Source: an optimization exercise on an open RTL-to-GDS flow (aim: small area, a short achievable clock period and few clock cycles). Production flows keep margins and buffers that such runs may drop.
Power figures rest on the tool's default switching activity, not on a simulated workload.

Setup of old:
==> module full_reciprocal, before the edit <==
module full_reciprocal(
input logic clk,
input logic rst,  
input logic start,
output logic ready,
input logic [15:0] input0,
output logic [23:0] output0  
);
localparam int FL = 16;           
localparam int XW = FL - 1;       
localparam int KMAX = 1 << (20 - FL);
logic          busy;
logic [XW-1:0] x;      
logic [XW:0]   p;      
logic [19:0]   q;      
logic [19:0]   res;    
assign output0 = {4'b0, res};
logic fast;
assign fast = |input0[15:FL-1];
logic [KMAX+1:8] t;    
always_comb begin
	for (int k = 8; k <= KMAX; k++) t[k] = ({4'b0, input0} <= 20'(524288 / k));
	t[KMAX+1] = 1'b0;
end
logic [19:0] fq;
always_comb begin
	fq = '0;
	for (int k = 8; k <= KMAX; k++)
		if (t[k] & ~t[k+1]) fq = fq | 20'(k);
end
logic [33:16] t2;      
always_comb begin
	for (int k = 16; k <= 32; k++) t2[k] = ({5'b0, x} <= 20'(524288 / k));
	t2[33] = 1'b0;
end
logic [19:0] fq2;
always_comb begin
	fq2 = '0;
	for (int k = 16; k <= 32; k++)
		if (t2[k] & ~t2[k+1]) fq2 = fq2 | 20'(k);
end
logic [XW-1:0] xi;     
logic [XW:0]   ihi;    
logic [XW-1:0] ilo;    
logic [XW-1:0] imsk;   
logic [XW:0]   p0;
assign xi = input0[XW-1:0];
always_comb begin
	ihi[XW] = 1'b0;
	for (int i = XW-1; i >= 0; i--) ihi[i] = ihi[i+1] | xi[i];
	ilo[0] = 1'b0;
	for (int i = 1; i < XW; i++) ilo[i] = ilo[i-1] | xi[i-1];
	for (int i = 0; i < XW; i++) imsk[i] = ihi[i+1] | (xi[i] & ilo[i]);
	p0 = {imsk, 1'b1} & ~{1'b0, imsk};
end
logic [XW+1:0] diff;
logic          qb;
logic [XW-1:0] r;
assign diff = {1'b0, p} - {2'b0, x};
assign qb   = ~diff[XW+1];
assign r    = qb ? diff[XW-1:0] : p[XW-1:0];
logic done, done2;
assign done  = busy & q[19];
assign done2 = busy & x[XW-1];
always_ff @(posedge clk) begin
	if (!busy) begin
		x <= input0[XW-1:0];
		p <= p0;
		q <= {{(19-XW){1'b0}}, p0};
	end else begin
		p <= {r, 1'b0};
		q <= {q[18:0], qb};
	end
	if (!rst) begin
		if (done2)
			res <= fq2;
		else if (done)
			res <= {q[18:0], qb};
		else if (!busy && start && fast)
			res <= fq;
	end
	if (rst) begin
		busy  <= 1'b0;
		ready <= 1'b0;
	end else begin
		busy  <= busy ? ~(done | done2) : start & ~fast;
		ready <= done | done2 | (~busy & start & fast);
	end
end
endmodule
clock: 8.0 ns
lec_check: 0
cap_margin: 20
core_margin: 2
core_utilization: 40
setup_slack_margin: 5
slew_margin: 20
run.sh (not shown) runs the stock make flow with config.mk's settings and CLKGATE_MAP_FILE= SYNTH_SCRIPT=/design/flow/synth_recipe.tcl, a recipe that flattens the netlist after the stock synthesis.
Changes in new relative to old:
-- flow/design.v --
<<< old, line 30
		if (t[k] & ~t[k+1]) fq = fq | 20'(k);
end
logic [33:16] t2;      
always_comb begin
	for (int k = 16; k <= 32; k++) t2[k] = ({5'b0, x} <= 20'(524288 / k));
	t2[33] = 1'b0;
end
logic [19:0] fq2;
always_comb begin
	fq2 = '0;
	for (int k = 16; k <= 32; k++)
		if (t2[k] & ~t2[k+1]) fq2 = fq2 | 20'(k);
end
logic [XW-1:0] xi;     
logic [XW:0]   ihi;    
>>> new, line 30
		if (t[k] & ~t[k+1]) fq = fq | 20'(k);
end
logic [XW-1:0] xi;     
logic [XW:0]   ihi;    
<<< old, line 61
assign qb   = ~diff[XW+1];
assign r    = qb ? diff[XW-1:0] : p[XW-1:0];
logic done, done2;
assign done  = busy & q[19];
assign done2 = busy & x[XW-1];
always_ff @(posedge clk) begin
	if (!busy) begin
>>> new, line 50
assign qb   = ~diff[XW+1];
assign r    = qb ? diff[XW-1:0] : p[XW-1:0];
logic done;
assign done = busy & q[19];
always_ff @(posedge clk) begin
	if (!busy) begin
<<< old, line 74
	end
	if (!rst) begin
		if (done2)
			res <= fq2;
		else if (done)
			res <= {q[18:0], qb};
		else if (!busy && start && fast)
>>> new, line 62
	end
	if (!rst) begin
		if (done)
			res <= {q[18:0], qb};
		else if (!busy && start && fast)
<<< old, line 85
		ready <= 1'b0;
	end else begin
		busy  <= busy ? ~(done | done2) : start & ~fast;
		ready <= done | done2 | (~busy & start & fast);
	end
end
>>> new, line 71
		ready <= 1'b0;
	end else begin
		busy  <= busy ? ~q[19] : start & ~fast;
		ready <= done | (~busy & start & fast);
	end
end
Higher minimum clock period goes to old over new. Global-route usage in new vs old: down 5.1 points. Per the comparison of new with old, detailed route wirelength on metal2 dropped 28%, number of cells in the finished layout apart from fillers saw a decrease, later-pin clock latency in the skew report now larger, total power consumption of the routed design now smaller. Diff old -> new: worst reg-to-reg setup slack +180 ps; portion of the post-synthesis area used by sequential elements +6.3 points; sequential share of layout area +4.1 points; cell area after technology mapping -about 15%. [compare] base=old new=new: ratio of final minimum period to clock period fell 4.4 points, global-route track usage on met2 fell 6.1 points, vias after detailed routing fell about 25%.
No run of this note included a check of the RTL's function; only the layout flow was run.

-- afterwards: timing with drivers on the ports --
Ports are ideal in the flow. The routed layouts listed here were re-timed in OpenROAD.
Step 1 sets driving cells, clkbuf_16 on the clock port and buf_2 on the other inputs (assumed; they add their load-dependent delay and slew).
Step 2 also shifts input and output timing later by t, the mid clock arrival at the registers, as if the neighbouring blocks saw the same clock.
Three values: ideal ports, drivers, drivers and shift; two values: the first two.
| run | shift t [ns] | setup WS [ns] | hold WS [ns] | worst setup path at the end |
|---|---|---|---|---|
| old | 0.363 | 4.575 / 4.562 / 4.199 | 0.441 / 0.441 / 0.441 | input to register |
| new | 0.378 | 4.924 / 4.911 / 4.533 | 0.452 / 0.452 / 0.452 | input to register |
After both steps every run listed still meets setup and hold. For new, which loses most, drivers alone change the setup slack by -0.013 ns; drivers and shift together by -0.391 ns.
